This design comes from an exercise in tuning for small area and a short achievable clock period on the open sky130 flow, not from production work. Function was checked by simulation only, so behaviour that the tests miss may differ from the original. No activity file was given, so power comes from the tool's default toggle rates.

--- flow/run.sh ---
#!/bin/bash
# synth_recipe.tcl (not shown) runs the flow's synth.tcl, then flattens the netlist and writes it again
# the make line also repeats each setting of config.mk as NAME=value (left out here)
make -C /OpenROAD-flow-scripts/flow DESIGN_CONFIG=/design/flow/config.mk WORK_HOME=/design/flow/orfs CLKGATE_MAP_FILE= SYNTH_SCRIPT=/design/flow/synth_recipe.tcl finish
--- flow/config.mk ---
export PLATFORM = sky130hd
export DESIGN_NAME = DCPU
export DESIGN_NICKNAME = DCPU
export VERILOG_FILES = /design/flow/design.v
export SDC_FILE = /design/flow/constraint.sdc
export NUM_CORES = 4
export LEC_CHECK = 0
export CAP_MARGIN = 20
export CORE_MARGIN = 2
export CORE_UTILIZATION = 40
export SLEW_MARGIN = 20
--- flow/constraint.sdc ---
create_clock -name core_clock -period 5.0 [get_ports {CLK}]
set_input_delay 1.0000 -clock core_clock [delete_from_list [all_inputs] [get_ports {CLK}]]
set_output_delay 1.0000 -clock core_clock [all_outputs]
set_load 0.01 [all_outputs]
--- flow/design.v ---
module ALU(
  input  wire[3:0]  OPC,
  input  wire[15:0] IN1,
  input  wire[15:0] IN2,
  input  wire       ICF,
  output wire[15:0] OUT,
  output wire       OCF
);
  wire [15:0] b   = IN2 ^ {16{OPC[1]}};
  wire [16:0] sum = {1'b0, IN1} + {1'b0, b} + {16'b0, ICF};
  wire [15:0] lx = IN1 ^ IN2;
  wire [15:0] la = IN1 & IN2;
  wire [3:0]  sa   = IN2[3:0];
  wire        left = ~OPC[1];
  wire [3:0]  k    = sa ^ {4{left}};
  wire [15:0] r1 = k[0] ? {IN1[0],   IN1[15:1]} : IN1;
  wire [15:0] r2 = k[1] ? {r1[1:0],  r1[15:2]}  : r1;
  wire [15:0] r3 = k[2] ? {r2[3:0],  r2[15:4]}  : r2;
  wire [15:0] r4 = k[3] ? {r3[7:0],  r3[15:8]}  : r3;
  wire        fill = OPC[0] & IN1[15];
  wire [15:0] t;    
  wire [15:0] sh;
  genvar j;
  generate
    for (j = 0; j < 16; j = j + 1) begin : g_sh
      assign t[j]  = (j >= sa);
      assign sh[j] = left ? (t[j] & r4[(j+1)%16])
                          : (t[15-j] ? r4[j] : fill);
    end
  endgenerate
  wire        snz = |sa;
  wire selSum = ~OPC[3] & ~OPC[2] & OPC[0];
  wire cEn    = ~OPC[3] & ~OPC[2] & ~OPC[1] & OPC[0];
  wire selX   = ~OPC[3] &  OPC[2] & ~OPC[0];
  wire selA   = ~OPC[3] &  OPC[2] & (OPC[1] | OPC[0]);
  wire selSh  =  OPC[3];
  assign OUT = ({16{selSum}} & sum[15:0])
             | ({16{selX}}   & lx)
             | ({16{selA}}   & la)
             | ({16{selSh}}  & sh);
  assign OCF = (cEn & sum[16])
             | (selSh & snz & (left ? r4[1] : r4[15]));
endmodule
module DCPU(
  input  wire       CLK,
  input  wire       RST,
  input  wire       EN,
  input  wire       Start,
  output wire[7:0]  InstMemAddr,
  input  wire[15:0] Inst,
  output wire[7:0]  DataMemAddr,
  input  wire[15:0] DataIn,
  output wire       DataMemWE,
  output wire[15:0] DataOut
);
  localparam [4:0] NOP  = 5'b00000, HALT = 5'b00001, LOAD = 5'b00010,
                   STORE= 5'b00011, CMP  = 5'b00100, BE   = 5'b00101,
                   JUMP = 5'b00110, JMPR = 5'b00111, BZ   = 5'b01000,
                   BNZ  = 5'b01001, BN   = 5'b01010, BNN  = 5'b01011,
                   BC   = 5'b01100, BNC  = 5'b01101, BB   = 5'b01110,
                   BS   = 5'b01111, ADD  = 5'b10000, ADDI = 5'b10001,
                   ADDC = 5'b10010, SUB  = 5'b10011, SUBI = 5'b10100,
                   SUBB = 5'b10101, INC  = 5'b10110, LDIL = 5'b10111,
                   LDIH = 5'b11000, XOR  = 5'b11001, AND  = 5'b11010,
                   OR   = 5'b11011, SLL  = 5'b11100, SLA  = 5'b11101,
                   SRL  = 5'b11110, SRA  = 5'b11111;
  localparam [3:0] A_ZERO = 4'b0000, A_ADD = 4'b0001, A_SUB = 4'b0011,
                   A_XOR  = 4'b0100, A_AND = 4'b0101, A_OR  = 4'b0110,
                   A_SLL  = 4'b1000, A_SRL = 4'b1010, A_SRA = 4'b1011;
  reg        state;           
  reg [7:0]  PC;
  reg        PCSt;
  reg [1:0]  BrSt;
  reg [15:0] IDIR;
  reg [4:0]  EXop;            
  reg [2:0]  EXrd;            
  reg [3:0]  EXOP;            
  reg        EXCF;            
  reg [15:0] EXRA, EXRB, EXSD;
  reg [4:0]  MRop;
  reg [2:0]  MRrd;
  reg [15:0] MRRC;
  reg        MRCF;
  reg        MRDW;
  reg [15:0] MRSD;
  reg        WBwe;            
  reg        WBhalt;          
  reg [2:0]  WBrd;
  reg [15:0] WBRC;
  reg [15:0] GR [0:7];
  wire [15:0] ALUOUT;
  wire        ALUOCF;
  ALU ALUM(.OPC(EXOP), .IN1(EXRA), .IN2(EXRB), .ICF(EXCF),
           .OUT(ALUOUT), .OCF(ALUOCF));
  assign InstMemAddr = PC;
  assign DataMemAddr = MRRC[7:0];
  assign DataMemWE   = MRDW;
  assign DataOut     = MRSD;
  wire run = state;
  always @(posedge CLK, posedge RST)
    if (RST) state <= 1'b0;
    else if (!state) state <= EN & Start;
    else             state <= EN & ~WBhalt;
  wire ctrlInst = (Inst[15:14] == 2'b01) | (Inst[15:11] == BE) |
                  (Inst[15:11] == JUMP)  | (Inst[15:11] == JMPR);
  wire mrZ = (MRRC == 16'b0);
  wire mrN = MRRC[15];
  wire take = (MRop == JUMP) | (MRop == JMPR) |
              (((MRop == BZ) | (MRop == BE)) &  mrZ) |
              ((MRop == BNZ) & ~mrZ) |
              (((MRop == BN) | (MRop == BS)) &  mrN) |
              (((MRop == BNN) | (MRop == BB)) & ~mrN) |
              ((MRop == BC)  &  MRCF) |
              ((MRop == BNC) & ~MRCF);
  wire stall = (Inst == 16'h0002) & ~PCSt;
  always @(posedge CLK, posedge RST)
    if (RST) begin
      IDIR <= 16'b0; PC <= 8'b0; PCSt <= 1'b0; BrSt <= 2'b0;
    end else if (run) begin
      IDIR <= (BrSt == 2'b00) ? Inst : 16'b0;
      BrSt <= (BrSt == 2'b00) ? {1'b0, ctrlInst} : BrSt + 2'b01;
      if (take) begin
        PC <= MRRC[7:0]; PCSt <= 1'b0;
      end else if (stall) begin
        PCSt <= 1'b1;
      end else begin
        if (BrSt == 2'b00) PC <= PC + 8'd1;
        PCSt <= 1'b0;
      end
    end
  wire [4:0] iop = IDIR[15:11];
  wire [2:0] r1  = IDIR[10:8];
  wire [2:0] r2  = IDIR[6:4];
  wire [2:0] r3  = IDIR[2:0];
  wire d_ls    = (iop == LOAD) | (iop == STORE);
  wire d_store = (iop == STORE);
  wire d_imm8  = (iop == BE) | (iop == JMPR) | (iop[4:3] == 2'b01) |
                 (iop == ADDI) | (iop == SUBI);
  wire d_ldi   = (iop == JUMP) | (iop == LDIL) | (iop == LDIH);
  wire d_inc   = (iop == INC);
  wire regA    = ~d_ldi;
  wire regB    = ~(d_ls | d_imm8 | d_ldi | d_inc);
  wire [2:0] iA = d_imm8  ? r1 : r2;
  wire [2:0] iB = d_store ? r1 : r3;
  wire hEX = EXop[4];
  wire hMR = MRop[4] | (MRop == LOAD);
  wire aEX = hEX & (iA == EXrd);
  wire aMR = hMR & (iA == MRrd);
  wire aWB = WBwe & (iA == WBrd);
  wire bEX = hEX & (iB == EXrd);
  wire bMR = hMR & (iB == MRrd);
  wire bWB = WBwe & (iB == WBrd);
  wire sAEX  = aEX;
  wire sAMRa = ~aEX & aMR &  MRop[4];
  wire sAMRl = ~aEX & aMR & ~MRop[4];
  wire sAWB  = ~aEX & ~aMR & aWB;
  wire sAGR  = ~aEX & ~aMR & ~aWB;
  wire sBEX  = bEX;
  wire sBMRa = ~bEX & bMR &  MRop[4];
  wire sBMRl = ~bEX & bMR & ~MRop[4];
  wire sBWB  = ~bEX & ~bMR & bWB;
  wire sBGR  = ~bEX & ~bMR & ~bWB;
  reg [15:0] grA, grB;
  integer n;
  always @(*) begin
    grA = 16'b0; grB = 16'b0;
    for (n = 0; n < 8; n = n + 1) begin
      grA = grA | ({16{sAGR & (iA == n)}} & GR[n]);
      grB = grB | ({16{sBGR & (iB == n)}} & GR[n]);
    end
  end
  wire [15:0] fwdA = ({16{sAEX}}  & ALUOUT) | ({16{sAMRa}} & MRRC) |
                     ({16{sAMRl}} & DataIn) | ({16{sAWB}}  & WBRC) | grA;
  wire [15:0] fwdB = ({16{sBEX}}  & ALUOUT) | ({16{sBMRa}} & MRRC) |
                     ({16{sBMRl}} & DataIn) | ({16{sBWB}}  & WBRC) | grB;
  wire [15:0] immB = d_ls               ? {12'b0, IDIR[3:0]} :
                     (iop == LDIH)      ? {IDIR[7:0], 8'b0}  :
                     (d_imm8 | d_ldi)   ? {8'b0, IDIR[7:0]}  : 16'b0;
  reg [3:0] dop;
  always @(*)
    case (iop)
      CMP:                    dop = A_ZERO;
      SUB, SUBI, SUBB:        dop = A_SUB;
      XOR:                    dop = A_XOR;
      AND:                    dop = A_AND;
      OR:                     dop = A_OR;
      SLL, SLA:               dop = A_SLL;
      SRL:                    dop = A_SRL;
      SRA:                    dop = A_SRA;
      default:                dop = A_ADD;
    endcase
  wire dcf = ((iop == ADDC) &  MRCF) | ((iop == SUBB) & ~MRCF) |
             (iop == SUB) | (iop == SUBI) | (iop == INC);
  always @(posedge CLK, posedge RST)
    if (RST) begin
      EXop <= 5'b0; EXrd <= 3'b0; EXOP <= A_ZERO; EXCF <= 1'b0;
      EXRA <= 16'b0; EXRB <= 16'b0; EXSD <= 16'b0;
    end else if (run) begin
      EXop <= iop;
      EXrd <= r1;
      EXOP <= dop;
      EXCF <= dcf;
      EXRA <= {16{regA}} & fwdA;
      EXRB <= ({16{regB}} & fwdB) | immB;
      EXSD <= {16{d_store}} & fwdB;
    end
  always @(posedge CLK, posedge RST)
    if (RST) begin
      MRop <= 5'b0; MRrd <= 3'b0; MRRC <= 16'b0; MRCF <= 1'b0;
      MRDW <= 1'b0; MRSD <= 16'b0;
    end else if (run) begin
      MRop <= EXop;
      MRrd <= EXrd;
      MRRC <= ALUOUT;
      MRCF <= ALUOCF;
      MRDW <= (EXop == STORE);
      MRSD <= EXSD;
    end
  always @(posedge CLK, posedge RST)
    if (RST) begin
      WBwe <= 1'b0; WBhalt <= 1'b0; WBrd <= 3'b0; WBRC <= 16'b0;
    end else begin
      WBwe   <= run & hMR;
      WBhalt <= run & (MRop == HALT);
      WBrd   <= MRrd;
      WBRC   <= (MRop == LOAD) ? DataIn : MRRC;
    end
  genvar g;
  generate
    for (g = 0; g < 8; g = g + 1) begin : g_gr
      always @(posedge CLK, posedge RST)
        if (RST)                              GR[g] <= 16'b0;
        else if (run & WBwe & (WBrd == g))    GR[g] <= WBRC;
    end
  endgenerate
endmodule
==> impl_metrics.toml, run 1 <==
[critical_path]
rrSetupSlack_ns = 0.41
start_kind = "flop"
worst_ep_arrival_time_ns = 4.96
critPathMaxFanout = 89
slowest_delay_ns = 0.87
end_kind = "flop"
rr_startpoint = "EXOP[1]"
path_cells = "buf_12 -> nor2b_1 -> a22oi_1 -> o21ai_0 -> nand2_1 -> a22o_1 -> a2111oi_1 -> buf_4 -> nand2_1 -> a211oi_1 -> buf_4 -> o221ai_1"
crit_slowest_cell = "a2111oi_1"
path_class = "flop to flop"
r2r_cells = 12
reg2reg_to = "EXRB[1]"
worstPathRequired_ns = 5.37

[synth]
yosysTopAreaCellShare_pct = 37.0
synth_top_flop_cell = "dfrtp_1"
yosysMostFrequentCell = "dfrtp_1"
yosysWarnings = 2
synth-async-reset-ratio_pct = 100
postSynthAreaPerCell_um2 = 9.59
syn-num-nets = 2048
yosys-top-cells-count = "dfrtp_1 (280), mux2_2 (192), nand2_1 (159), nor2_1 (126), a21oi_1 (113)"
syn-instance-count = 1977
seq_area_frac_synth_pct = 37.0
synth_area_leaders = "dfrtp_1 (37%), mux2_2 (11%), nand2_1 (3.1%)"
ys_types = 91
syn_area_um2 = 19000
yosys_register_bits = 280
yosysTopAreaCell = "dfrtp_1"
synth_edf_count = 0

[die]
initial_core_util_pct = 40.6
io_pins = 69
core_area_um2 = 46700
dieWidth_um = 222
dieArea_um2 = 49100
die_height_um = 222
rows = 79

[sta]
finalSetupViolations = 0
maxSlewViolCount = 0
final.min_clock_period_ns = 4.59
rsz0062_at_grt = "no"
finalHoldViolCount = 0
relSlewSlack_pct = 20.9
timing.setup.tns_ns = 0
max_freq_ghz = 0.218
tightest_slew_ns = 1.18
finClkSkew_ns = 0.0128
timing.final.crit_share_pct = 91.8

[cts]
clock_latency_ns = 0.55
cts_root_buf = "clkbuf_16"
ctsHoldBuffers = 0
clock_path_buffers = 3
htree_levels = 2
cts_tree = "yes"
cts_inserted_buffers = 34
numClockSinks = 280
clk_pin_slew_ns = 0.07
post_cts_resized = 0
post_cts_buffers = 0

[grt]
gr-total-overflow = 0
grt_pass1_wl_um = 113000
first_global_vias = 16600
grt_max_degree = 116
antenna_found_initial = 0
track_usage_pct = 30.2

[route]
ant_nets = 0
vias_per_cell = 6.67
wire_per_inst_um = 28.8
vias = 17500
drcViolationCount = 0
initialDrtViolationCount = 2369
drt_pre_antenna_iters = 19
drt_wl_total_um = 75500

[finish]
postLayoutCellArea_um2 = 21500
drive_gt1_share_pct = 20.5
layout.nets = 2060
stdcell_count = 2622
final_core_util_pct = 46.2
area_delta_synth_final_pct = 13.7
fillerInstances = 4431

[place]
routabilityCongestion = 0.974
dp_hpwl_um = 54800
dp.cells = 2560
io_buffer_count = 68
placed_area_um2 = 20400

[run]
maxCapViolCount = 0

[pwr]
p_total_w = 0.0127
ir_drop_mv = 0.274
p_leak_nw = 8.86
powerDensity_nw_per_um2 = 588

[worst_hold_path]
worstHoldStart = "EXSD[3]"
min_to = "EXSD[3]"
hp-class = "flop to flop"
holdPathStages = 1

[outcome]
outcome = "no timing/DRC/antenna violations"
layer usage:
layer | vias up | track usage (%) | wire length (µm)
met4 | 0 | 11.3 | 2880
li1 | 7559 | - | -
met2 | 1010 | 45.7 | 33300
met1 | 8756 | 42.9 | 32700
met3 | 176 | 5.61 | 6680
met5 | - | 0 | 0
placed cells by master, fill, tap and decap left out, types with 8 or more instances in the layout:
cell             synthesis  final
xor2_1                  23     23
mux4_2                  12     12
mux2_2                 192    192
nand2_1                159    159
nand3_1                 42     42
a222oi_1                22     22
a21oi_1                113    113
nor4_1                  17     17
or2_2                   11     11
nor4_4                   6      8
o2bb2ai_1               14     14
clkdlybuf4s50_1          0     68
a31oi_1                 29     29
and2_1                  11     11
o211ai_1                14     14
a22oi_1                 61     61
buf_4                   17     86
clkbuf_16                0     34
nor3_1                  43     39
o22ai_1                 21     21
nand4_1                 12     12
and3_1                  12     12
xnor2_1                 16     16
o221ai_1                15     15
ha_1                    33     33
o21ai_0                 85     85
nor2_1                 126    126
nor3b_1                 16     16
nor2b_1                 27     27
mux2i_1                 51     51
a22o_1                  34     34
nand2b_1                20     20
a221oi_1                31     31
a32oi_1                 19     19
a211oi_1                23     21
inv_1                   37     35
a221o_1                 11     11
dfrtp_1                280    276
or3_1                   11     11
kinds of logic (layout without fill, tap and decap cells):
kind of cell / count (synthesis) / count (layout) / synth area share, %
compound gates: 594 / 594 / 22.5
simple gates: 545 / 545 / 14.8
flops: 280 / 280 / 37.0
mux: 257 / 257 / 15.7
buf+inv: 222 / 259 / 5.27
xor+xnor: 44 / 44 / 2.29
fa+ha+maj: 35 / 35 / 2.39
other cells: 0 / 1 / 0
area by class of cell:
type / count / area [µm²] / area share (%)
diodes: 1 / 2.50 / 0.0116
clock buffers: 41 / 907 / 4.21
clock inverters: 20 / 260 / 1.21
inverters: 39 / 150 / 0.697
multi-input cells: 1475 / 11000 / 51.2
flip-flops and latches: 280 / 7020 / 32.6
well taps: 607 / 759 / 3.52
repair buffers: 159 / 1420 / 6.58
flip-flops by register name (all words and copies together), names as in the netlist, 8 cells and up:
| signal | flops |
|---|---|
| GR | 128 |
| EXRA | 16 |
| EXRB | 16 |
| EXSD | 16 |
| IDIR | 16 |
| MRRC | 16 |
| MRSD | 16 |
| WBRC | 16 |
| PC | 8 |
where the power goes:
part / total (W) / switching [W] / internal (W)
clock network: 0.00263 / 0.00106 / 0.00157
registers: 0.00395 / 0.00114 / 0.00281
logic: 0.00610 / 0.00371 / 0.00239
total: 0.0127 / 0.00591 / 0.00676
worst max-delay path, delay by kind of cell (launching register included):
kind	cells	cell delay [ns]
AOI/OAI and AO/OA	6	2.04
and+or+nand+nor	3	0.91
buffers and inverters	3	0.82
DFF	1	0.57
stage by stage:
stage / setup slack (ns) / hold WS [ns]
floorplan: 0.137 / 0.448
global placement: 0.253 / 0.475
detailed placement: 0.589 / 0.472
CTS: 0.553 / 0.487
global route: 0.178 / 0.505
finish: 0.408 / 0.485
worst max path at each step:
stage                   from  slack (ns)  endpoint  cells past startpoint
floorplan            EXOP[1]        0.14   EXRB[8]                     18
global placement     EXOP[1]        0.25   EXRB[1]                     12
detailed placement  IDIR[11]        0.59   EXRA[9]                     12
CTS                 IDIR[11]        0.55   EXRA[9]                     12
global route         EXOP[1]        0.18   EXRB[1]                     12
finish               EXOP[1]        0.41   EXRB[1]                     12
==> run 2, diff against run 1 <==
--- a/flow/config.mk
+++ b/flow/config.mk
@@ -7,2 +7,3 @@
 export LEC_CHECK = 0
+export ABC_AREA = 1
 export CAP_MARGIN = 20
==> run 2 against run 1 <==
First-iteration DRC count is 11% lower. Non-clock buffer count decreased by 46. Via count is 8.0% higher.
==> impl_metrics.toml, run 2 <==
[route]
ant_nets = 0
drt_wl_total_um = 70900
initialDrtViolationCount = 2117
drt_pre_antenna_iters = 5
wire_per_inst_um = 21.7
drcViolationCount = 0
vias_per_cell = 5.79
vias = 18900

[sta]
timing.setup.tns_ns = 0
finClkSkew_ns = 0.0282
tightest_slew_ns = 1.18
finalSetupViolations = 0
final.min_clock_period_ns = 3.90
finalHoldViolCount = 0
maxSlewViolCount = 0
rsz0062_at_grt = "no"
max_freq_ghz = 0.256
relSlewSlack_pct = 21.3
timing.final.crit_share_pct = 78.1

[grt]
grt_pass1_wl_um = 109000
gr-total-overflow = 0
grt_max_degree = 95
first_global_vias = 18000
track_usage_pct = 30.2
antenna_found_initial = 3

[cts]
post_cts_buffers = 0
numClockSinks = 280
clk_pin_slew_ns = 0.06
clock_path_buffers = 3
clock_latency_ns = 0.57
ctsHoldBuffers = 0
post_cts_resized = 0
htree_levels = 2
cts_root_buf = "clkbuf_16"
cts_inserted_buffers = 35
cts_tree = "yes"

[critical_path]
critPathMaxFanout = 45
r2r_cells = 16
worstPathRequired_ns = 5.48
crit_top_cell = "nand2_1"
crit_cells = 16
worst_ep_arrival_time_ns = 4.38
path_cells = "nor2_4 -> nand4_1 -> nand2_2 -> nand2_1 -> nand2_1 -> nor2_1 -> nand2_4 -> nand2_1 -> nor2_4 -> buf_4 -> nand3_1 -> o21ai_0 -> nor2_1 -> nand4_1 -> nand2_1 -> o21ai_1"
crit_family = "simple AND/OR/NAND/NOR gates"
crit_slowest_cell = "nor2_4"
worst-path-buf-inv = 1
start_kind = "flop"
slowest_delay_ns = 0.55
end_kind = "flop"
path_class = "flop to flop"

[pwr]
p_leak_nw = 9.77
power.switching_w = 0.00717
power_frac_seq_pct = 27.1
powerDensity_nw_per_um2 = 672
pwr-share-clk_pct = 19.2
pwr-share-comb_pct = 53.7
p_sw_share_pct = 52.3
p_int_w = 0.00654
ir_drop_mv = 0.308

[synth]
postSynthAreaPerCell_um2 = 6.83
syn-num-nets = 2715
yosysTopAreaCellShare_pct = 38.8
yosysWarnings = 2
synth_area_leaders = "dfrtp_1 (39%), nand2_1 (15%), nand3_1 (14%)"
synth_top_flop_cell = "dfrtp_1"
synth-async-reset-ratio_pct = 100
synth_edf_count = 0
ys_types = 46
yosysTopAreaCell = "dfrtp_1"
syn-instance-count = 2644
yosys-top-cells-count = "nand2_1 (701), nand3_1 (490), dfrtp_1 (280), o21ai_0 (233), nor2_1 (228)"
yosysMostFrequentCell = "nand2_1"
yosys_register_bits = 280
syn_area_um2 = 18100
seq_area_frac_synth_pct = 38.8

[die]
dieWidth_um = 216
rows = 77
die_height_um = 216
dieArea_um2 = 46800
io_pins = 69
initial_core_util_pct = 40.6
core_area_um2 = 44400

[place]
routabilityCongestion = 0.968
io_buffer_count = 68
dp_hpwl_um = 51500
placed_area_um2 = 19200

[finish]
postLayoutCellArea_um2 = 20400
layout_commonest_cell = "nand2_1"
diodes = 0
area_delta_synth_final_pct = 13.0
drive_gt1_share_pct = 5.61
layout_common_cells = "nand2_1 (700), nand3_1 (490), dfrtp_1 (279)"
largest_register = "GR"
largest_reg_flops = 128
layout.nets = 2716

[worst_hold_path]
hp-class = "flop to flop"
holdPathStages = 0

[run]
maxCapViolCount = 0

[outcome]
outcome = "no timing/DRC/antenna violations"
[run 2: cell count changes in the layout (fill, tap and decap cells not counted), moves of 28 or more]
| cell | previous run | this run |
|---|---|---|
| nand2_1 | 159 | 700 |
| nand3_1 | 42 | 490 |
| mux2_2 | 192 | 1 |
| inv_1 | 35 | 203 |
| o21ai_0 | 85 | 233 |
| nand4_1 | 12 | 100 |
| nor2_1 | 126 | 213 |
| a22oi_1 | 61 | 1 |
| mux2i_1 | 51 | 0 |
| buf_4 | 86 | 41 |
| nor3_1 | 39 | 7 |
| a22o_1 | 34 | 4 |
| a221oi_1 | 31 | 3 |
[run 2: cell type report]
type                            instances  area, µm²
Tap cell                              592        741
Multi-Input combinational cell       2000       9580
Fill cell                            4577      24000
Clock buffer                           50        972
Inverter                              215        812
Sequential cell                       280       7010
Clock inverter                         14        210
Timing Repair Buffer                  113       1070
[run 2: stage by stage]
step                      worst slack (ns)  total power, W  std cells  hold slack [ns]  utilization, %
after floorplan                      0.293         0.00839       2644            0.374               -
after global placement                1.31          0.0108       3199            0.423            43.2
after detailed placement              1.24          0.0109       3199            0.415            43.2
after CTS                             1.22          0.0135       3263            0.423            45.8
after global routing                 0.780          0.0146       3264            0.432            45.9
final                                 1.10          0.0137       3264            0.427            45.9
[run 2: metal layers]
metal / wire (µm) / track usage, % / vias up
met5: 13 / 0 / -
met4: 3760 / 15.7 / 2
met3: 5650 / 5.00 / 201
met2: 31100 / 46.3 / 869
met1: 30400 / 41.2 / 9001
li1: - / - / 8829
[run 2: worst register-to-register path, stage by stage (launching register included)]
cell and delay [ns]:
dfrtp_1 0.45, nor2_4 0.29, nand4_1 0.25, nand2_2 0.20
nand2_1 0.07, nand2_1 0.06, nor2_1 0.06, nand2_4 0.34
nand2_1 0.20, nor2_4 0.55, buf_4 0.53, nand3_1 0.15
o21ai_0 0.13, nor2_1 0.06, nand4_1 0.20, nand2_1 0.17
o21ai_1 0.10
[run 2: logic make-up (layout without fill, tap and decap cells)]
kind of cell,Yosys count,in the layout,share of synthesized area [%]
adders and majority gates,35,35,2.51
and+or+nand+nor,1563,1563,38.1
muxes,1,1,0.0624
DFF,280,280,38.8
AOI/OAI and AO/OA,379,379,11.0
buffers and inverters,364,392,8.45
xor gates and xnor gates,22,22,1.07
[run 2: path summary, 6_finish.rpt]
path | startpoint | end | slack (ns)
setup / recovery | IDIR[14] | EXSD[9] | 1.10
hold / removal | MRrd[1] | WBrd[1] | 0.43
setup reg to reg | IDIR[14] | EXSD[9] | 1.10
hold reg to reg | MRrd[1] | WBrd[1] | 0.43
max in group asynchronous | RST | PC[2] | 3.25
min in group asynchronous | RST | GR[1][7] | 0.85
[run 2: power groups by stage]
stage | registers [W] | clock network, W | logic, W
detailed placement | 0.00372 | 0 | 0.00713
CTS | 0.00369 | 0.00268 | 0.00716
global route | 0.00379 | 0.00277 | 0.00801
finish | 0.00371 | 0.00264 | 0.00737
floorplan | 0.00341 | 0 | 0.00498
global placement | 0.00371 | 0 | 0.00710
==> run 3, diff against run 2 <==
--- a/flow/design.v
+++ b/flow/design.v
@@ -8,4 +8,3 @@
 );
-  wire [15:0] b   = IN2 ^ {16{OPC[1]}};
-  wire [16:0] sum = {1'b0, IN1} + {1'b0, b} + {16'b0, ICF};
+  wire [16:0] sum = {1'b0, IN1} + {1'b0, IN2} + {16'b0, ICF};
   wire [15:0] lx = IN1 ^ IN2;
@@ -203,3 +202,3 @@
       EXRA <= {16{regA}} & fwdA;
-      EXRB <= ({16{regB}} & fwdB) | immB;
+      EXRB <= (({16{regB}} & fwdB) | immB) ^ {16{dop == A_SUB}};
       EXSD <= {16{d_store}} & fwdB;
--- a/flow/config.mk
+++ b/flow/config.mk
@@ -11,2 +11,3 @@
 export CORE_UTILIZATION = 40
+export SETUP_SLACK_MARGIN = 2
 export SLEW_MARGIN = 20
==> run 3 against run 2 <==
Cell count is 5.7% higher. Core utilization is 5.7 points higher. Clock skew is 0.0092 ns lower. Worst setup slack better by 0.77 ns. Die area is 0.30% higher. Sequential share of layout area is 3.7 points lower. Sequential power is 5% lower. Critical endpoint is now EXRA[4]. Largest cell class unchanged. Largest power group unchanged. Highest routed layer unchanged.
==> impl_metrics.toml, run 3 <==
[outcome]
outcome = "no timing/DRC/antenna violations"

[route]
vias = 20600
wire_per_inst_um = 24.4
vias_per_cell = 5.97
drcViolationCount = 0
initialDrtViolationCount = 2651
ant_nets = 0
drt_pre_antenna_iters = 6
drt_wl_total_um = 84300

[sta]
finalSetupViolations = 0
maxSlewViolCount = 0
final.min_clock_period_ns = 3.13
max_freq_ghz = 0.319
tightest_slew_ns = 1.22
rsz0062_at_grt = "yes"
finClkSkew_ns = 0.0191
finalHoldViolCount = 0
timing.setup.tns_ns = 0
timing.final.crit_share_pct = 62.6
relSlewSlack_pct = 18.9

[synth]
synth_top_flop_cell = "dfrtp_1"
yosysTopAreaCell = "dfrtp_1"
syn_area_um2 = 18100
syn-instance-count = 2713
yosys-top-cells-count = "nand2_1 (783), nand3_1 (529), dfrtp_1 (280), o21ai_0 (240), nor2_1 (222)"
synth-async-reset-ratio_pct = 100
yosys_register_bits = 280
yosysWarnings = 2
yosysTopAreaCellShare_pct = 38.7
seq_area_frac_synth_pct = 38.7
postSynthAreaPerCell_um2 = 6.67
synth_edf_count = 0
yosysMostFrequentCell = "nand2_1"
synth_area_leaders = "dfrtp_1 (39%), nand2_1 (16%), nand3_1 (15%)"
syn-num-nets = 2769
ys_types = 48

[place]
dp.cells = 3273
dp_hpwl_um = 57000
io_buffer_count = 68
routabilityCongestion = 1.02

[critical_path]
rrSetupSlack_ns = 1.87
worstPathRequired_ns = 5.48
worst_ep_arrival_time_ns = 3.61
critPathMaxFanout = 15
end_kind = "flop"
path_class = "flop to flop"
start_kind = "flop"

[cts]
cts_tree = "yes"
clock_latency_ns = 0.55
clock_path_buffers = 3
cts_inserted_buffers = 34
numClockSinks = 280
ctsHoldBuffers = 0
cts_root_buf = "clkbuf_16"
clk_pin_slew_ns = 0.06
htree_levels = 2

[grt]
grt-busiest-layer = "met2"
antenna_found_initial = 4
grt_pass1_wl_um = 122000
track_usage_pct = 34.5
use_met1_pct = 45.3
first_global_vias = 19400
use_met2_pct = 53.3
gr-total-overflow = 0
grt_use_met3_pct = 6.25
grt_max_degree = 99

[pwr]
p_total_w = 0.0148
p_sw_share_pct = 49.8
p_int_w = 0.00741
pwr-share-clk_pct = 17.9
powerDensity_nw_per_um2 = 644
p_leak_nw = 10.7
ir_drop_mv = 0.356
pwr-share-comb_pct = 58.2
power_frac_seq_pct = 24.0
power.switching_w = 0.00735

[finish]
largest_reg_flops = 128
fillerInstances = 4375
layout.nets = 2887
layout_common_cells = "nand2_1 (715), nand3_1 (472), dfrtp_1 (263)"
area_delta_synth_final_pct = 26.5
layout_commonest_cell = "nand2_1"
stdcell_count = 3451
largest_register = "GR"
drive_gt1_share_pct = 16.8

[worst_hold_path]
hp-class = "flop to flop"

[die]
die_height_um = 217
io_pins = 69
dieWidth_um = 217
dieArea_um2 = 47000
initial_core_util_pct = 40.8
rows = 77
core_area_um2 = 44400

[run]
maxCapViolCount = 0
run 3: cell count changes after synthesis, moves of 7 or more:
cell	delta
nand3_1	+39
a21oi_1	-24
ha_1	-15
inv_1	+14
nand2_1	+82
buf_4	-17
buf_1	-8
buf_2	+22
nand4_1	-19
xor2_1	-12
o21ai_0	+7
nor3_1	+12
o21ai_1	-10
run 3: per-layer routing:
metal | share of wire, % | vias up
li1 | - | 9255
met5 | 0.014 | -
met2 | 44 | 1258
met4 | 7.4 | 2
met1 | 39 | 9770
met3 | 9.7 | 329
run 3: worst paths after layout:
kind                           from       end  cells past startpoint
hold / removal             MRSD[15]  MRSD[15]                      2
setup reg to reg           IDIR[11]   EXRA[4]                     14
max in group asynchronous       RST     state                      3
hold reg to reg            MRSD[15]  MRSD[15]                      2
min in group asynchronous       RST   WBrd[2]                      2
setup / recovery           IDIR[11]   EXRA[4]                     14
run 3: cell type report:
cell class                      count  area [µm²]  area share (%)
Tap cell                          592         741            3.23
Inverter                          231         897            3.92
Antenna cell                        3        7.51          0.0328
Multi-Input combinational cell   2054       10600            46.1
Clock inverter                     17         196           0.857
Clock buffer                       44         980            4.28
Timing Repair Buffer              230        2490            10.9
Sequential cell                   280        7030            30.7
run 3: metrics by stage:
step,setup WS [ns],hold WS [ns],cell area (µm²),utilization (%)
detailed placement,1.02,0.463,19300,43.4
CTS,1.89,0.482,21600,48.6
global route,1.70,0.510,22900,51.6
finish,1.87,0.478,22900,51.6
floorplan,0.293,0.413,18100,-
global placement,1.04,0.462,19300,43.4
run 3: worst max-delay path: stages, from the launching register on:
cell        delay (ns)
dfrtp_2           0.40
buf_4             0.14
clkinvlp_4        0.12
o211ai_1          0.27
buf_4             0.19
nand2_4           0.10
o21ai_2           0.23
nand2_1           0.17
nor2_4            0.56
nand4_1           0.28
nor2_1            0.21
nor3_1            0.09
nand3_1           0.14
nand2_1           0.08
nand2_1           0.10
run 3: repair_timing:
| item | 4_1_cts | 5_1_grt |
|---|---|---|
| pin swaps | 46 | 113 |
| gates cloned | 7 | 13 |
| gates resized for setup | 140 | 177 |
| endpoints found under the hold margin | 0 | 0 |
| setup endpoints to repair | 59 | 54 |
| buffers inserted | 55 | 39 |
run 3: cells by family after synthesis:
logic type / synth area share [%]
buf+inv: 8.63
flops: 38.7
simple gates: 39.9
mux: 0.124
xor+xnor: 0.525
compound gates: 10.7
fa+ha+maj: 1.46
run 3: power groups by stage:
stage / clock [W] / sequential [W] / combinational [W]
after global placement: 0 / 0.00352 / 0.00598
after global routing: 0.00275 / 0.00358 / 0.00904
after CTS: 0.00266 / 0.00349 / 0.00712
final: 0.00264 / 0.00354 / 0.00859
after floorplan: 0 / 0.00313 / 0.00415
after detailed placement: 0 / 0.00351 / 0.00600
==> run 4, diff against run 3 <==
--- a/flow/config.mk
+++ b/flow/config.mk
@@ -11,3 +11,3 @@
 export CORE_UTILIZATION = 40
-export SETUP_SLACK_MARGIN = 2
+export SETUP_SLACK_MARGIN = 3
 export SLEW_MARGIN = 20
==> run 4 against run 3 <==
Worst hold slack better by 0.0045 ns. Worst setup slack better by 0.035 ns. Die area unchanged. Cell count up 2.3%. Via count up 2.5%. Synthesized cell count unchanged. Clock-buffer cell count up 6. Register-to-register slack better by 0.03 ns. Sequential share of layout area down 2.6 points. Critical endpoint is now EXRB[3]. Largest power group unchanged. Highest routed layer unchanged.
==> impl_metrics.toml, run 4 <==
[die]
dieArea_um2 = 47000
core_area_um2 = 44400
die_height_um = 217
initial_core_util_pct = 40.8
dieWidth_um = 217
rows = 77
io_pins = 69

[critical_path]
start_kind = "flop"
end_kind = "flop"
worst_ep_arrival_time_ns = 3.54
worstPathRequired_ns = 5.44
r2r_cells = 22
critPathMaxFanout = 8
path_class = "flop to flop"

[route]
ant_nets = 0
vias = 21100
drcViolationCount = 0
drt_wl_total_um = 82800
initialDrtViolationCount = 2410
drt_pre_antenna_iters = 6
wire_per_inst_um = 23.5
vias_per_cell = 5.99

[pwr]
pwr-share-comb_pct = 63.1
power.switching_w = 0.00792
power_frac_seq_pct = 21.2
ir_drop_mv = 0.344
powerDensity_nw_per_um2 = 646
p_sw_share_pct = 48.7
pwr-share-clk_pct = 15.7
p_int_w = 0.00833
p_leak_nw = 11.7

[grt]
antenna_found_initial = 1
grt_max_degree = 85
grt_pass1_wl_um = 122000
first_global_vias = 19600
track_usage_pct = 34.1
gr-total-overflow = 0

[finish]
diodes = 0
largest_reg_flops = 128
area_delta_synth_final_pct = 38.9
layout_commonest_cell = "nand2_1"
drive_gt1_share_pct = 28.3
final_core_util_pct = 56.6
fillerInstances = 4159
layout.nets = 2970
largest_register = "GR"
multi_input_area_um2 = 11900
layout_common_cells = "nand2_1 (659), nand3_1 (354), dfrtp_1 (248)"
regArea_um2 = 7060

[sta]
final.min_clock_period_ns = 3.10
max_freq_ghz = 0.323
timing.final.crit_share_pct = 61.9
finalHoldViolCount = 0
rsz0062_at_grt = "yes"
finalSetupViolations = 0
relSlewSlack_pct = 41.1
finClkSkew_ns = 0.0217
timing.setup.tns_ns = 0
maxSlewViolCount = 0
tightest_slew_ns = 0.883

[synth]
syn-instance-count = 2713
synth_edf_count = 0
postSynthAreaPerCell_um2 = 6.67
yosysTopAreaCell = "dfrtp_1"
yosys-top-cells-count = "nand2_1 (783), nand3_1 (529), dfrtp_1 (280), o21ai_0 (240), nor2_1 (222)"
yosysMostFrequentCell = "nand2_1"
synth-compound-area-share_pct = 10.7
muxShareOfSynthArea_pct = 0.124
synth-async-reset-ratio_pct = 100
synth_area_leaders = "dfrtp_1 (39%), nand2_1 (16%), nand3_1 (15%)"
syn_area_um2 = 18100
yosys_register_bits = 280
synthXorXnorAreaFrac_pct = 0.525
ys_types = 48
yosys.area_share.simple_pct = 39.9
synthAdderAreaFrac_pct = 1.46
syn-num-nets = 2769
synth_top_family_by_area = "simple AND/OR/NAND/NOR gates"
synth_top_flop_cell = "dfrtp_1"
yosysTopAreaCellShare_pct = 38.7
yosysWarnings = 2
seq_area_frac_synth_pct = 38.7

[run]
maxCapViolCount = 0

[cts]
clock_path_buffers = 3
cts_tree = "yes"
clock_latency_ns = 0.57
cts_root_buf = "clkbuf_16"
numClockSinks = 280
cts_inserted_buffers = 35
clk_pin_slew_ns = 0.06
htree_levels = 2

[place]
dp_hpwl_um = 54800
routabilityCongestion = 0.946
io_buffer_count = 68

[worst_hold_path]
holdPathStages = 0
hp-class = "flop to flop"

[outcome]
outcome = "no timing/DRC/antenna violations"
## run 4: cell counts after synthesis
Identical to the previous run, type by type.
## run 4: worst max-delay path, cell delays in order, from the launching register on
cell	delay, ns
dfrtp_2	0.44
nor2_4	0.21
buf_12	0.14
nand3_4	0.14
nand2_4	0.15
nand2_4	0.08
nand2_2	0.06
nand2_2	0.05
nor2_2	0.08
nand2_2	0.12
nand2_4	0.11
nor2_4	0.06
buf_12	0.14
buf_12	0.12
clkbuf_16	0.16
nand3_4	0.06
nand2_2	0.05
nor2_2	0.13
nand4_1	0.22
nand2_1	0.16
nand3_1	0.09
nand3_1	0.13
nand2_1	0.07
## run 4: what timing repair did
action / 4_1_cts / 5_1_grt
cloned: 19 / 11
setup endpoints to repair: 374 / 191
hold buffers: 0 / 0
buffers inserted: 129 / 44
gates resized for setup: 560 / 236
pin swaps: 126 / 148
## run 4: cell families (layout without fill, tap and decap cells)
family / after synthesis / in the layout
DFF: 280 / 280
adders and majority gates: 20 / 20
xor gates and xnor gates: 10 / 10
AOI/OAI and AO/OA: 362 / 362
and+or+nand+nor: 1659 / 1665
buffers and inverters: 380 / 599
muxes: 2 / 2
## run 4: through the flow
stage | setup WS (ns) | hold slack, ns | std cells | power, W | instance area, µm²
6_report | 1.90 | 0.483 | 3530 | 0.0162 | 25200
5_1_grt | 1.82 | 0.507 | 3530 | 0.0169 | 25200
4_1_cts | 2.01 | 0.483 | 3475 | 0.0146 | 23600
3_5_place_dp | 1.08 | 0.469 | 3266 | 0.00945 | 19400
3_3_place_gp | 1.22 | 0.468 | 3266 | 0.00939 | 19400
2_1_floorplan | 0.293 | 0.413 | 2713 | 0.00744 | 18300
## run 4: area by class of cell
type / instances / area share (%)
Clock inverter: 11 / 0.398
Timing Repair Buffer: 306 / 13.4
Timing Repair inverter: 1 / 0.0298
Clock buffer: 50 / 4.07
Multi-Input combinational cell: 2059 / 47.5
Sequential cell: 280 / 28.1
Tap cell: 592 / 2.94
Inverter: 231 / 3.62
## run 4: worst paths after layout
| check | startpoint | end | slack, ns |
|---|---|---|---|
| setup / recovery | IDIR[13] | EXRB[3] | 1.90 |
| hold / removal | MRrd[1] | WBrd[1] | 0.48 |
| setup reg to reg | IDIR[13] | EXRB[3] | 1.90 |
| hold reg to reg | MRrd[1] | WBrd[1] | 0.48 |
| max in group asynchronous | RST | EXRA[2] | 3.10 |
| min in group asynchronous | RST | WBRC[0] | 0.97 |
## run 4: per-layer routing
metal  wire length, µm  track usage, %
met1             33600            46.5
met2             36800            52.8
met3              7760            5.62
met4              4580            16.0
met5               104            1.67
## run 4: power by group through the flow
stage | Combinational (W) | Sequential (W) | Clock (W)
floorplan | 0.00431 | 0.00313 | 0
global placement | 0.00589 | 0.00350 | 0
detailed placement | 0.00596 | 0.00350 | 0
CTS | 0.00859 | 0.00340 | 0.00257
global route | 0.0108 | 0.00349 | 0.00266
finish | 0.0103 | 0.00344 | 0.00255
==> run 5, diff against run 4 <==
--- a/flow/design.v
+++ b/flow/design.v
@@ -8,5 +8,20 @@
 );
-  wire [16:0] sum = {1'b0, IN1} + {1'b0, IN2} + {16'b0, ICF};
   wire [15:0] lx = IN1 ^ IN2;
   wire [15:0] la = IN1 & IN2;
+  reg  [15:0] G, P, Gn, Pn;
+  integer i, l;
+  always @(*) begin
+    G = {la[15:1], la[0] | (lx[0] & ICF)};
+    P = lx;
+    for (l = 0; l < 4; l = l + 1) begin
+      Gn = G; Pn = P;
+      for (i = 0; i < 16; i = i + 1)
+        if (i >= (1 << l)) begin
+          Gn[i] = G[i] | (P[i] & G[i - (1 << l)]);
+          Pn[i] = P[i] & P[i - (1 << l)];
+        end
+      G = Gn; P = Pn;
+    end
+  end
+  wire [16:0] sum = {G[15], lx ^ {G[14:0], ICF}};
   wire [3:0]  sa   = IN2[3:0];
@@ -114,2 +129,24 @@
   wire stall = (Inst == 16'h0002) & ~PCSt;
+  wire [15:0] nI   = (BrSt == 2'b00) ? Inst : 16'b0;
+  wire [4:0]  nop  = nI[15:11];
+  wire        nImm8 = (nop == BE) | (nop == JMPR) | (nop[4:3] == 2'b01) |
+                      (nop == ADDI) | (nop == SUBI);
+  wire [2:0]  nA   = nImm8 ? nI[10:8] : nI[6:4];
+  wire [2:0]  nB   = (nop == STORE) ? nI[10:8] : nI[2:0];
+  wire        wEX  = IDIR[15];
+  wire        wMR  = EXop[4] | (EXop == LOAD);
+  wire        wWB  = MRop[4] | (MRop == LOAD);
+  reg         fAEX, fAMR, fAWB, fBEX, fBMR, fBWB;
+  always @(posedge CLK, posedge RST)
+    if (RST) begin
+      fAEX <= 1'b0; fAMR <= 1'b0; fAWB <= 1'b0;
+      fBEX <= 1'b0; fBMR <= 1'b0; fBWB <= 1'b0;
+    end else if (run) begin
+      fAEX <= wEX & (nA == IDIR[10:8]);
+      fAMR <= wMR & (nA == EXrd);
+      fAWB <= wWB & (nA == MRrd);
+      fBEX <= wEX & (nB == IDIR[10:8]);
+      fBMR <= wMR & (nB == EXrd);
+      fBWB <= wWB & (nB == MRrd);
+    end
   always @(posedge CLK, posedge RST)
@@ -143,20 +180,15 @@
   wire [2:0] iB = d_store ? r1 : r3;
-  wire hEX = EXop[4];
-  wire hMR = MRop[4] | (MRop == LOAD);
-  wire aEX = hEX & (iA == EXrd);
-  wire aMR = hMR & (iA == MRrd);
-  wire aWB = WBwe & (iA == WBrd);
-  wire bEX = hEX & (iB == EXrd);
-  wire bMR = hMR & (iB == MRrd);
-  wire bWB = WBwe & (iB == WBrd);
-  wire sAEX  = aEX;
-  wire sAMRa = ~aEX & aMR &  MRop[4];
-  wire sAMRl = ~aEX & aMR & ~MRop[4];
-  wire sAWB  = ~aEX & ~aMR & aWB;
-  wire sAGR  = ~aEX & ~aMR & ~aWB;
-  wire sBEX  = bEX;
-  wire sBMRa = ~bEX & bMR &  MRop[4];
-  wire sBMRl = ~bEX & bMR & ~MRop[4];
-  wire sBWB  = ~bEX & ~bMR & bWB;
-  wire sBGR  = ~bEX & ~bMR & ~bWB;
+  wire regAu = regA;
+  wire wbA   = fAWB & WBwe;
+  wire wbB   = fBWB & WBwe;
+  wire sAEX  = regAu & fAEX;
+  wire sAMRa = regAu & ~fAEX & fAMR &  MRop[4];
+  wire sAMRl = regAu & ~fAEX & fAMR & ~MRop[4];
+  wire sAWB  = regAu & ~fAEX & ~fAMR & wbA;
+  wire sAGR  = regAu & ~fAEX & ~fAMR & ~wbA;
+  wire sBEX  = fBEX;
+  wire sBMRa = ~fBEX & fBMR &  MRop[4];
+  wire sBMRl = ~fBEX & fBMR & ~MRop[4];
+  wire sBWB  = ~fBEX & ~fBMR & wbB;
+  wire sBGR  = ~fBEX & ~fBMR & ~wbB;
   reg [15:0] grA, grB;
@@ -201,3 +233,3 @@
       EXCF <= dcf;
-      EXRA <= {16{regA}} & fwdA;
+      EXRA <= fwdA;
       EXRB <= (({16{regB}} & fwdB) | immB) ^ {16{dop == A_SUB}};
@@ -221,3 +253,3 @@
     end else begin
-      WBwe   <= run & hMR;
+      WBwe   <= run & wWB;
       WBhalt <= run & (MRop == HALT);
--- a/flow/config.mk
+++ b/flow/config.mk
@@ -11,3 +11,2 @@
 export CORE_UTILIZATION = 40
-export SETUP_SLACK_MARGIN = 3
 export SLEW_MARGIN = 20
==> run 5 against run 4 <==
Synthesized cell count fell by 5.4%. Clock-buffer cell count fell by 5. Synthesized area decreased by 3.4%. Register-to-register slack got worse by 0.60 ns. Non-clock buffer count is 207 lower. First-iteration DRC count shrank 21%. Design area down 21%. Via count decreased by 15%. Flip-flop and latch count increased by 6. Die area decreased by 3.3%. Critical endpoint is now EXRB[13]. Highest routed layer is now met4.
==> impl_metrics.toml, run 5 <==
[sta]
relSlewSlack_pct = 27.1
finClkSkew_ns = 0.0299
max_freq_ghz = 0.270
hold_slack_ns = 0.421
maxSlewViolCount = 0
timing.setup.tns_ns = 0
finalSetupViolations = 0
finalHoldViolCount = 0
final.min_clock_period_ns = 3.70
rsz0062_at_grt = "no"
tightest_slew_ns = 1.09
timing.final.crit_share_pct = 74.0

[cts]
htree_levels = 2
clock_path_buffers = 3
cts_inserted_buffers = 34
post_cts_resized = 0
cts_root_buf = "clkbuf_16"
post_cts_buffers = 0
cts_tree = "yes"
ctsHoldBuffers = 0
clock_latency_ns = 0.55
numClockSinks = 286
clk_pin_slew_ns = 0.06

[pwr]
p_leak_nw = 9.38
powerDensity_nw_per_um2 = 579
pwr-share-clk_pct = 23.7
p_sw_share_pct = 48.0
power_frac_seq_pct = 30.1
pwr-share-comb_pct = 46.2
power.switching_w = 0.00551
p_total_w = 0.0115
p_int_w = 0.00597
ir_drop_mv = 0.338

[synth]
synth_area_leaders = "dfrtp_1 (41%), nand2_1 (19%), o21ai_0 (7.9%)"
synth-async-reset-ratio_pct = 100
yosysWarnings = 3
yosysTopAreaCell = "dfrtp_1"
postSynthAreaPerCell_um2 = 6.82
synth_top_flop_cell = "dfrtp_1"
ys_types = 56
yosysTopAreaCellShare_pct = 40.9
seq_area_frac_synth_pct = 40.9
yosys-top-cells-count = "nand2_1 (904), dfrtp_1 (286), o21ai_0 (275), nand3_1 (261), inv_1 (226)"
syn-num-nets = 2623
yosys_register_bits = 286
yosysMostFrequentCell = "nand2_1"
synth_edf_count = 0
syn-instance-count = 2567
syn_area_um2 = 17500

[route]
wire_per_inst_um = 20.8
initialDrtViolationCount = 1910
drt_wl_total_um = 66500
vias_per_cell = 5.59
drt_pre_antenna_iters = 7
ant_nets = 0
vias = 17900
drcViolationCount = 0

[finish]
area_delta_synth_final_pct = 13.4
largest_register = "GR"
drive_gt1_share_pct = 5.10
layout_commonest_cell = "nand2_1"
diodes = 0
layout.nets = 2641
layout_common_cells = "nand2_1 (904), dfrtp_1 (285), o21ai_0 (275)"
largest_reg_flops = 128

[critical_path]
worstPathRequired_ns = 5.42
start_kind = "flop"
worst_ep_arrival_time_ns = 4.12
end_kind = "flop"
rr_startpoint = "EXOP[1]"
critPathLaunch = "EXOP[1]"
critPathMaxFanout = 26
path_class = "flop to flop"

[grt]
grt_pass1_wl_um = 100000
grt_max_degree = 97
track_usage_pct = 29.5
first_global_vias = 16800
antenna_found_initial = 0
gr-total-overflow = 0

[place]
io_buffer_count = 68
routabilityCongestion = 0.957
dp_hpwl_um = 46300

[worst_hold_path]
hp-class = "flop to flop"
worstHoldStart = "MRrd[1]"

[outcome]
outcome = "no timing/DRC/antenna violations"

[run]
maxCapViolCount = 0

[die]
core_area_um2 = 43200
io_pins = 69
rows = 76
initial_core_util_pct = 40.5
dieArea_um2 = 45400
die_height_um = 213
dieWidth_um = 213
run 5: logic make-up (layout without fill, tap and decap cells):
group           after synthesis  in the layout  synth area share [%]
simple gates               1425           1425                  33.7
compound gates              471            471                  14.9
buf+inv                     350            393                  8.27
fa+ha+maj                    20             20                  1.52
flops                       286            286                  40.9
xor+xnor                     15             15                 0.794
run 5: power by group through the flow:
stage               sequential [W]  combinational (W)  clock [W]
floorplan                  0.00317            0.00361          0
global placement           0.00348            0.00513          0
CTS                        0.00344            0.00518    0.00276
global route               0.00352            0.00580    0.00285
detailed placement         0.00348            0.00516          0
finish                     0.00346            0.00530    0.00272
run 5: final cells by class:
cell class	instances	area, µm²
fillers	4490	23300
multi-input cells	1931	8900
flip-flops and latches	286	7160
clock buffers	45	993
repair buffers	99	951
inverters	233	880
well taps	585	732
clock inverters	16	226
run 5: worst max-delay path, cell delays in order, from the launching register on:
cell and delay, ns:
dfrtp_1 0.58, clkinv_1 0.37, buf_4 0.34, nand2_1 0.39, nand2_1 0.27, nand2_1 0.15, nand3_1 0.10, nand3_1 0.15
nand3_1 0.18, nand3_1 0.15, nand2_1 0.06, nand3_1 0.16, nand2_1 0.14, nand2_1 0.08, nand2_1 0.09, nand2_1 0.08
nand3_1 0.08, nand3_1 0.12, nand2_1 0.06
run 5: worst paths after layout:
check | to | slack (ns) | cells past startpoint
setup / recovery | EXRB[13] | 1.30 | 18
hold reg to reg | WBrd[1] | 0.42 | 0
setup reg to reg | EXRB[13] | 1.30 | 18
min in group asynchronous | GR[3][5] | 0.93 | 2
max in group asynchronous | IDIR[0] | 3.06 | 3
hold / removal | WBrd[1] | 0.42 | 0
run 5: per-stage QoR:
| stage | instances | util, % | area [µm²] | setup slack [ns] |
|---|---|---|---|---|
| finish | 3195 | 46.0 | 19800 | 1.30 |
| global route | 3195 | 46.0 | 19800 | 1.01 |
| CTS | 3194 | 45.9 | 19800 | 1.40 |
| detailed placement | 3133 | 43.1 | 18600 | 1.40 |
| global placement | 3133 | 43.1 | 18600 | 1.46 |
| floorplan | 2567 | - | 17500 | 0.209 |
run 5: routing by layer:
metal	global-route usage, %	up-vias	part of all wire (%)
met5	0	-	0
met4	12.9	0	4.6
met3	5.68	156	8.7
met2	45.3	864	43
met1	40.4	8474	43
li1	-	8380	-
==> run 6, diff against run 5 <==
--- a/flow/config.mk
+++ b/flow/config.mk
@@ -11,2 +11,3 @@
 export CORE_UTILIZATION = 40
+export SETUP_SLACK_MARGIN = 1.5
 export SLEW_MARGIN = 20
==> run 6 against run 5 <==
Sequential power barely moved. Maximum frequency rose by 9.2%. Still clean. Sequential share of layout area fell by 0.25 points. First-iteration DRC count fell by 1.0%. Worst setup slack improved by 0.31 ns. Design area rose by 0.73%. Total power rose by 0.85%. Routed wire length rose by 0.23%. Global-route usage barely moved. Synthesized area did not move. Critical endpoint is now EXRA[10]. Via count rose by 0.18%. Clock-buffer cell count did not move.
==> impl_metrics.toml, run 6 <==
[sta]
final.min_clock_period_ns = 3.39
tightest_slew_ns = 1.10
maxSlewViolCount = 0
finalSetupViolations = 0
rsz0062_at_grt = "no"
timing.final.crit_share_pct = 67.8
finClkSkew_ns = 0.0301
max_freq_ghz = 0.295
finalHoldViolCount = 0
relSlewSlack_pct = 26.8
timing.setup.tns_ns = 0

[synth]
yosysMostFrequentCell = "nand2_1"
synth-async-reset-ratio_pct = 100
yosysWarnings = 3
synth_edf_count = 0
yosysTopAreaCellShare_pct = 40.9
syn-instance-count = 2567
syn-num-nets = 2623
synth_area_leaders = "dfrtp_1 (41%), nand2_1 (19%), o21ai_0 (7.9%)"
seq_area_frac_synth_pct = 40.9
yosys-top-cells-count = "nand2_1 (904), dfrtp_1 (286), o21ai_0 (275), nand3_1 (261), inv_1 (226)"
yosys_register_bits = 286
synth_top_flop_cell = "dfrtp_1"
syn_area_um2 = 17500
yosysTopAreaCell = "dfrtp_1"
postSynthAreaPerCell_um2 = 6.82
ys_types = 56

[worst_hold_path]
holdPathStages = 0
worstHoldStart = "MRrd[1]"
min_to = "WBrd[1]"
hp-class = "flop to flop"

[grt]
grt_pass1_wl_um = 100000
grt_max_degree = 97
first_global_vias = 16800
antenna_found_initial = 0
track_usage_pct = 29.5
gr-total-overflow = 0

[critical_path]
critPathMaxFanout = 11
crit_slowest_cell = "nor2_2"
worstPathRequired_ns = 5.46
worst_ep_arrival_time_ns = 3.85
reg2reg_to = "EXRA[10]"
end_kind = "flop"
critPathLaunch = "IDIR[13]"
r2r_cells = 13
rr_startpoint = "IDIR[13]"
slowest_delay_ns = 0.56
path_cells = "inv_1 -> nand2_1 -> nor2_1 -> buf_4 -> a31oi_2 -> nand3_1 -> nor2_2 -> clkinvlp_4 -> o211ai_1 -> a21oi_1 -> nand2_1 -> nor2_1 -> a21oi_1"
start_kind = "flop"
rrSetupSlack_ns = 1.61
path_class = "flop to flop"

[outcome]
outcome = "no timing/DRC/antenna violations"

[route]
initialDrtViolationCount = 1890
drcViolationCount = 0
vias_per_cell = 5.58
wire_per_inst_um = 20.8
ant_nets = 0
drt_pre_antenna_iters = 6
drt_wl_total_um = 66700
vias = 17900

[die]
io_pins = 69
rows = 76
dieArea_um2 = 45400
initial_core_util_pct = 40.5
dieWidth_um = 213
die_height_um = 213
core_area_um2 = 43200

[cts]
clock_latency_ns = 0.55
clk_pin_slew_ns = 0.06
cts_inserted_buffers = 34
clock_path_buffers = 3
htree_levels = 2
numClockSinks = 286
cts_tree = "yes"
cts_root_buf = "clkbuf_16"

[finish]
layout.nets = 2653
largest_reg_flops = 128
fillerInstances = 4492
area_delta_synth_final_pct = 14.2
layout_commonest_cell = "nand2_1"
largest_register = "GR"
diodes = 0
layout_common_cells = "nand2_1 (902), dfrtp_1 (283), o21ai_0 (274)"
drive_gt1_share_pct = 5.95

[place]
dp_hpwl_um = 46300
routabilityCongestion = 0.957
io_buffer_count = 68

[run]
maxCapViolCount = 0

[pwr]
p_leak_nw = 9.40
p_total_w = 0.0116
powerDensity_nw_per_um2 = 579
ir_drop_mv = 0.338
-- run 6: how the worst max path moves through the flow --
stage / slack (ns) / end
final: 1.61 / EXRA[10]
after global routing: 1.51 / EXRB[14]
after CTS: 1.54 / EXRB[4]
after detailed placement: 1.40 / EXRB[4]
after global placement: 1.46 / EXRB[4]
after floorplan: 0.21 / BrSt[0]
-- run 6: cell families (layout without fill, tap and decap cells) --
logic type / Yosys count / in the layout / synth area share, %
flops: 286 / 286 / 40.9
xor+xnor: 15 / 15 / 0.794
compound gates: 471 / 471 / 14.9
simple gates: 1425 / 1425 / 33.7
fa+ha+maj: 20 / 20 / 1.52
buf+inv: 350 / 405 / 8.27
-- run 6: timing repair --
action | 4_1_cts | 5_1_grt
endpoints found under the setup margin | 13 | 43
gates resized for setup | 3 | 12
buffers inserted | 0 | 11
hold buffers | 0 | 0
cloned | 0 | 1
-- run 6: area by class of cell --
cell class              count  area, µm²  share of cell area [%]
inverters                 233        906                    4.53
flip-flops and latches    286       7160                    35.8
clock buffers              45        993                    4.97
multi-input cells        1931       8910                    44.6
repair inverters            1       7.51                  0.0376
well taps                 585        732                    3.66
clock inverters            16        226                    1.13
repair buffers            110       1050                    5.25
-- run 6: power breakdown --
part / switching [W] / total, W / internal, W / leakage [nW]
registers: 0.000646 / 0.00346 / 0.00282 / 3.86
clock network: 0.00106 / 0.00272 / 0.00167 / 0.603
logic: 0.00384 / 0.00539 / 0.00155 / 4.95
total: 0.00555 / 0.0116 / 0.00603 / 9.40
-- run 6: critical path: cells and delay by family, from the launching register on --
kind                   cells  cell delay (ns)
buffers and inverters      3             0.84
and+or+nand+nor            6             1.13
DFF                        1             0.53
AOI/OAI and AO/OA          4             0.79
-- run 6: layer usage --
layer	up-vias	wire length (µm)	track usage [%]
met3	166	5950	5.59
met4	0	3080	12.8
li1	8411	-	-
met5	-	0	0
met1	8476	28600	40.4
met2	854	29000	45.3
-- run 6: stage by stage --
stage | cells | setup slack [ns] | hold slack [ns] | util, % | cell area, µm²
2_1_floorplan | 2567 | 0.209 | 0.374 | - | 17500
3_3_place_gp | 3133 | 1.46 | 0.418 | 43.1 | 18600
3_5_place_dp | 3133 | 1.40 | 0.414 | 43.1 | 18600
4_1_cts | 3194 | 1.54 | 0.425 | 46.0 | 19800
5_1_grt | 3207 | 1.51 | 0.436 | 46.3 | 20000
6_report | 3207 | 1.61 | 0.419 | 46.3 | 20000
==> run 7, diff against run 6 <==
--- a/flow/design.v
+++ b/flow/design.v
@@ -138,3 +138,10 @@
   wire        wWB  = MRop[4] | (MRop == LOAD);
+  wire        nSt   = (nop == STORE);
+  wire        nLdi  = (nop == JUMP) | (nop == LDIL) | (nop == LDIH);
+  wire        nRegB = ~((nop == LOAD) | nSt | nImm8 | nLdi | (nop == INC));
   reg         fAEX, fAMR, fAWB, fBEX, fBMR, fBWB;
+  reg  [2:0]  IDa, IDb;       
+  reg         IDregA;         
+  reg         IDregB;         
+  reg         IDst;           
   always @(posedge CLK, posedge RST)
@@ -143,3 +150,10 @@
       fBEX <= 1'b0; fBMR <= 1'b0; fBWB <= 1'b0;
-    end else if (run) begin
+      IDa <= 3'b0; IDb <= 3'b0;
+      IDregA <= 1'b1; IDregB <= 1'b1; IDst <= 1'b0;
+    end else if (run) begin
+      IDa    <= nA;
+      IDb    <= nB;
+      IDregA <= ~nLdi;
+      IDregB <= nRegB;
+      IDst   <= nSt;
       fAEX <= wEX & (nA == IDIR[10:8]);
@@ -176,7 +190,3 @@
   wire d_inc   = (iop == INC);
-  wire regA    = ~d_ldi;
-  wire regB    = ~(d_ls | d_imm8 | d_ldi | d_inc);
-  wire [2:0] iA = d_imm8  ? r1 : r2;
-  wire [2:0] iB = d_store ? r1 : r3;
-  wire regAu = regA;
+  wire regAu = IDregA;
   wire wbA   = fAWB & WBwe;
@@ -188,7 +198,8 @@
   wire sAGR  = regAu & ~fAEX & ~fAMR & ~wbA;
-  wire sBEX  = fBEX;
-  wire sBMRa = ~fBEX & fBMR &  MRop[4];
-  wire sBMRl = ~fBEX & fBMR & ~MRop[4];
-  wire sBWB  = ~fBEX & ~fBMR & wbB;
-  wire sBGR  = ~fBEX & ~fBMR & ~wbB;
+  wire regBu = 1'b1;
+  wire sBEX  = regBu & fBEX;
+  wire sBMRa = regBu & ~fBEX & fBMR &  MRop[4];
+  wire sBMRl = regBu & ~fBEX & fBMR & ~MRop[4];
+  wire sBWB  = regBu & ~fBEX & ~fBMR & wbB;
+  wire sBGR  = regBu & ~fBEX & ~fBMR & ~wbB;
   reg [15:0] grA, grB;
@@ -198,4 +209,4 @@
     for (n = 0; n < 8; n = n + 1) begin
-      grA = grA | ({16{sAGR & (iA == n)}} & GR[n]);
-      grB = grB | ({16{sBGR & (iB == n)}} & GR[n]);
+      grA = grA | ({16{IDa == n}} & GR[n]);
+      grB = grB | ({16{IDb == n}} & GR[n]);
     end
@@ -203,5 +214,5 @@
   wire [15:0] fwdA = ({16{sAEX}}  & ALUOUT) | ({16{sAMRa}} & MRRC) |
-                     ({16{sAMRl}} & DataIn) | ({16{sAWB}}  & WBRC) | grA;
+                     ({16{sAMRl}} & DataIn) | ({16{sAWB}}  & WBRC) | ({16{sAGR}} & grA);
   wire [15:0] fwdB = ({16{sBEX}}  & ALUOUT) | ({16{sBMRa}} & MRRC) |
-                     ({16{sBMRl}} & DataIn) | ({16{sBWB}}  & WBRC) | grB;
+                     ({16{sBMRl}} & DataIn) | ({16{sBWB}}  & WBRC) | ({16{sBGR}} & grB);
   wire [15:0] immB = d_ls               ? {12'b0, IDIR[3:0]} :
@@ -234,4 +245,4 @@
       EXRA <= fwdA;
-      EXRB <= (({16{regB}} & fwdB) | immB) ^ {16{dop == A_SUB}};
-      EXSD <= {16{d_store}} & fwdB;
+      EXRB <= (({16{IDregB}} & fwdB) | immB) ^ {16{dop == A_SUB}};
+      EXSD <= {16{IDst}} & fwdB;
     end
==> run 7 against run 6 <==
Via count shrank 3.9%. Largest power group unchanged. Design area shrank 2.9%. Register-to-register slack is essentially flat. Die area shrank 1.7%. Worst setup slack lost 0.00050 ns. Critical path depth shrank 3. Flip-flop and latch count grew 9. Maximum frequency is essentially flat. Sequential share of layout area grew 2.2 points. Synthesized area shrank 1.7%. Non-clock buffer count shrank 25. Largest cell class unchanged. Still clean. Critical path type unchanged. Core utilization shrank 0.34 points.
==> impl_metrics.toml, run 7 <==
[outcome]
outcome = "no timing/DRC/antenna violations"

[cts]
clock_path_buffers = 3
htree_levels = 2
ctsHoldBuffers = 0
cts_tree = "yes"
cts_root_buf = "clkbuf_16"
cts_inserted_buffers = 35
clk_pin_slew_ns = 0.06
numClockSinks = 295
clock_latency_ns = 0.54

[finish]
stdcell_count = 2927
drive_gt1_share_pct = 4.19
layout_commonest_cell = "nand2_1"
final_core_util_pct = 46.0
area_delta_synth_final_pct = 12.8
largest_register = "GR"
largest_reg_flops = 128
postLayoutCellArea_um2 = 19400
layout.nets = 2417
diodes = 0
layout_common_cells = "nand2_1 (642), o21ai_0 (303), dfrtp_1 (290)"

[pwr]
p_sw_share_pct = 46.5
pwr-share-clk_pct = 23.5
p_leak_nw = 8.81
powerDensity_nw_per_um2 = 575
ir_drop_mv = 0.280
power.switching_w = 0.00519
power_frac_seq_pct = 31.9
pwr-share-comb_pct = 44.6
p_int_w = 0.00597

[die]
die_height_um = 211
dieWidth_um = 211
rows = 75
initial_core_util_pct = 40.7
core_area_um2 = 42200
dieArea_um2 = 44700
io_pins = 69

[grt]
gr-total-overflow = 0
grt_max_degree = 116
grt_pass1_wl_um = 97000
antenna_found_initial = 0
first_global_vias = 16400
track_usage_pct = 28.3

[route]
drt_wl_total_um = 63000
initialDrtViolationCount = 1910
drt_pre_antenna_iters = 8
drcViolationCount = 0
ant_nets = 0
vias_per_cell = 5.88
wire_per_inst_um = 21.5
vias = 17200

[sta]
timing.setup.tns_ns = 0
tightest_slew_ns = 1.03
finClkSkew_ns = 0.0182
rsz0062_at_grt = "no"
timing.final.crit_share_pct = 67.8
finalHoldViolCount = 0
finalSetupViolations = 0
hold_slack_ns = 0.414
final.min_clock_period_ns = 3.39
relSlewSlack_pct = 30.6
max_freq_ghz = 0.295
maxSlewViolCount = 0

[synth]
postSynthAreaPerCell_um2 = 7.29
synth_edf_count = 0
synth_area_leaders = "dfrtp_1 (43%), nand2_1 (14%), o21ai_0 (8.8%)"
synth_top_flop_cell = "dfrtp_1"
syn-instance-count = 2360
seq_area_frac_synth_pct = 42.9
yosysTopAreaCellShare_pct = 42.6
yosys_register_bits = 295
yosys-top-cells-count = "nand2_1 (647), o21ai_0 (304), dfrtp_1 (293), nand3_1 (251), inv_1 (250)"
yosysWarnings = 3
syn_area_um2 = 17200
yosysTopAreaCell = "dfrtp_1"
yosysMostFrequentCell = "nand2_1"
ys_types = 51
syn-num-nets = 2416
synth-async-reset-ratio_pct = 100

[critical_path]
path_class = "flop to flop"
path_cells = "nand3_1 -> clkinv_1 -> a221oi_1 -> a21oi_1 -> nor3_1 -> nand2_1 -> nand2_1 -> nand3_1 -> nand3_1 -> nand2_1"
worst_ep_arrival_time_ns = 3.81
slowest_delay_ns = 0.57
crit_slowest_cell = "clkinv_1"
critPathMaxFanout = 10
start_kind = "flop"
end_kind = "flop"
worstPathRequired_ns = 5.42

[place]
placed_area_um2 = 18200
routabilityCongestion = 1.01
io_buffer_count = 68
dp.cells = 2863
dp_hpwl_um = 44500

[run]
maxCapViolCount = 0

[worst_hold_path]
hp-class = "flop to flop"
==> run 7: changes by cell type in the layout (fill, tap and decap cells not counted), sizes merged, moves of 9 or more <==
| cell | delta |
|---|---|
| nand3 | -9 |
| o21ai | +19 |
| nor3 | +27 |
| a31oi | +13 |
| a22oi | +17 |
| nand2 | -262 |
| buf | -24 |
| inv | +26 |
| o22ai | +25 |
| nor2 | -108 |
| a221oi | +37 |
| a21oi | -11 |
| o211ai | -17 |
==> run 7: area by class of cell <==
| class | count | area [µm²] |
|---|---|---|
| repair buffers | 85 | 853 |
| multi-input cells | 1690 | 8350 |
| clock inverters | 10 | 96.3 |
| clock buffers | 54 | 1080 |
| fillers | 4310 | 22800 |
| inverters | 254 | 961 |
| flip-flops and latches | 295 | 7390 |
| well taps | 539 | 674 |
==> run 7: routing by layer <==
layer	up-vias	share of wire, %	global-route usage [%]
met5	-	0	0
met4	0	5.4	14.0
met3	179	8.4	4.35
met2	863	43	41.7
met1	8198	43	40.5
li1	7974	-	-
==> run 7: timing repair <==
action / in CTS / in global routing
setup endpoints to repair: 0 / 30
setup buffers: 0 / 0
resized for setup: 0 / 5
==> run 7: logic make-up (layout without fill, tap and decap cells) <==
kind of cell | count (synthesis) | in the layout | synth area share, %
and+or+nand+nor | 1074 | 1074 | 26.2
AOI/OAI and AO/OA | 578 | 578 | 19.6
DFF | 295 | 295 | 42.9
adders and majority gates | 20 | 20 | 1.54
xor gates and xnor gates | 18 | 18 | 1.07
buffers and inverters | 375 | 403 | 8.64
==> run 7: worst paths after layout <==
check	startpoint	slack, ns	cells past startpoint	to
worst max-delay path	IDb[2]	1.61	10	EXRB[13]
worst min-delay path	MRrd[2]	0.41	0	WBrd[2]
worst max register to register	IDb[2]	1.61	10	EXRB[13]
worst min register to register	MRrd[2]	0.41	0	WBrd[2]
max in group asynchronous	RST	2.94	3	state
min in group asynchronous	RST	0.91	2	GR[2][4]
==> run 7: critical path, delay by kind of cell (launching register included) <==
| family | cells | cell delay [ns] |
|---|---|---|
| DFF | 1 | 0.54 |
| and+or+nand+nor | 7 | 1.55 |
| AOI/OAI and AO/OA | 2 | 0.61 |
| buffers and inverters | 1 | 0.57 |
==> run 7: stage by stage <==
step | total power, W | worst slack, ns
after detailed placement | 0.00841 | 1.40
after global routing | 0.0119 | 1.51
after global placement | 0.00836 | 1.32
after CTS | 0.0110 | 1.53
after floorplan | 0.00672 | 0.0845
final | 0.0112 | 1.61
==> run 7: power groups by stage <==
| stage | logic [W] | registers (W) | clock network (W) |
|---|---|---|---|
| detailed placement | 0.00483 | 0.00358 | 0 |
| global route | 0.00546 | 0.00363 | 0.00276 |
| finish | 0.00497 | 0.00356 | 0.00262 |
| CTS | 0.00485 | 0.00355 | 0.00265 |
| floorplan | 0.00343 | 0.00328 | 0 |
| global placement | 0.00478 | 0.00358 | 0 |
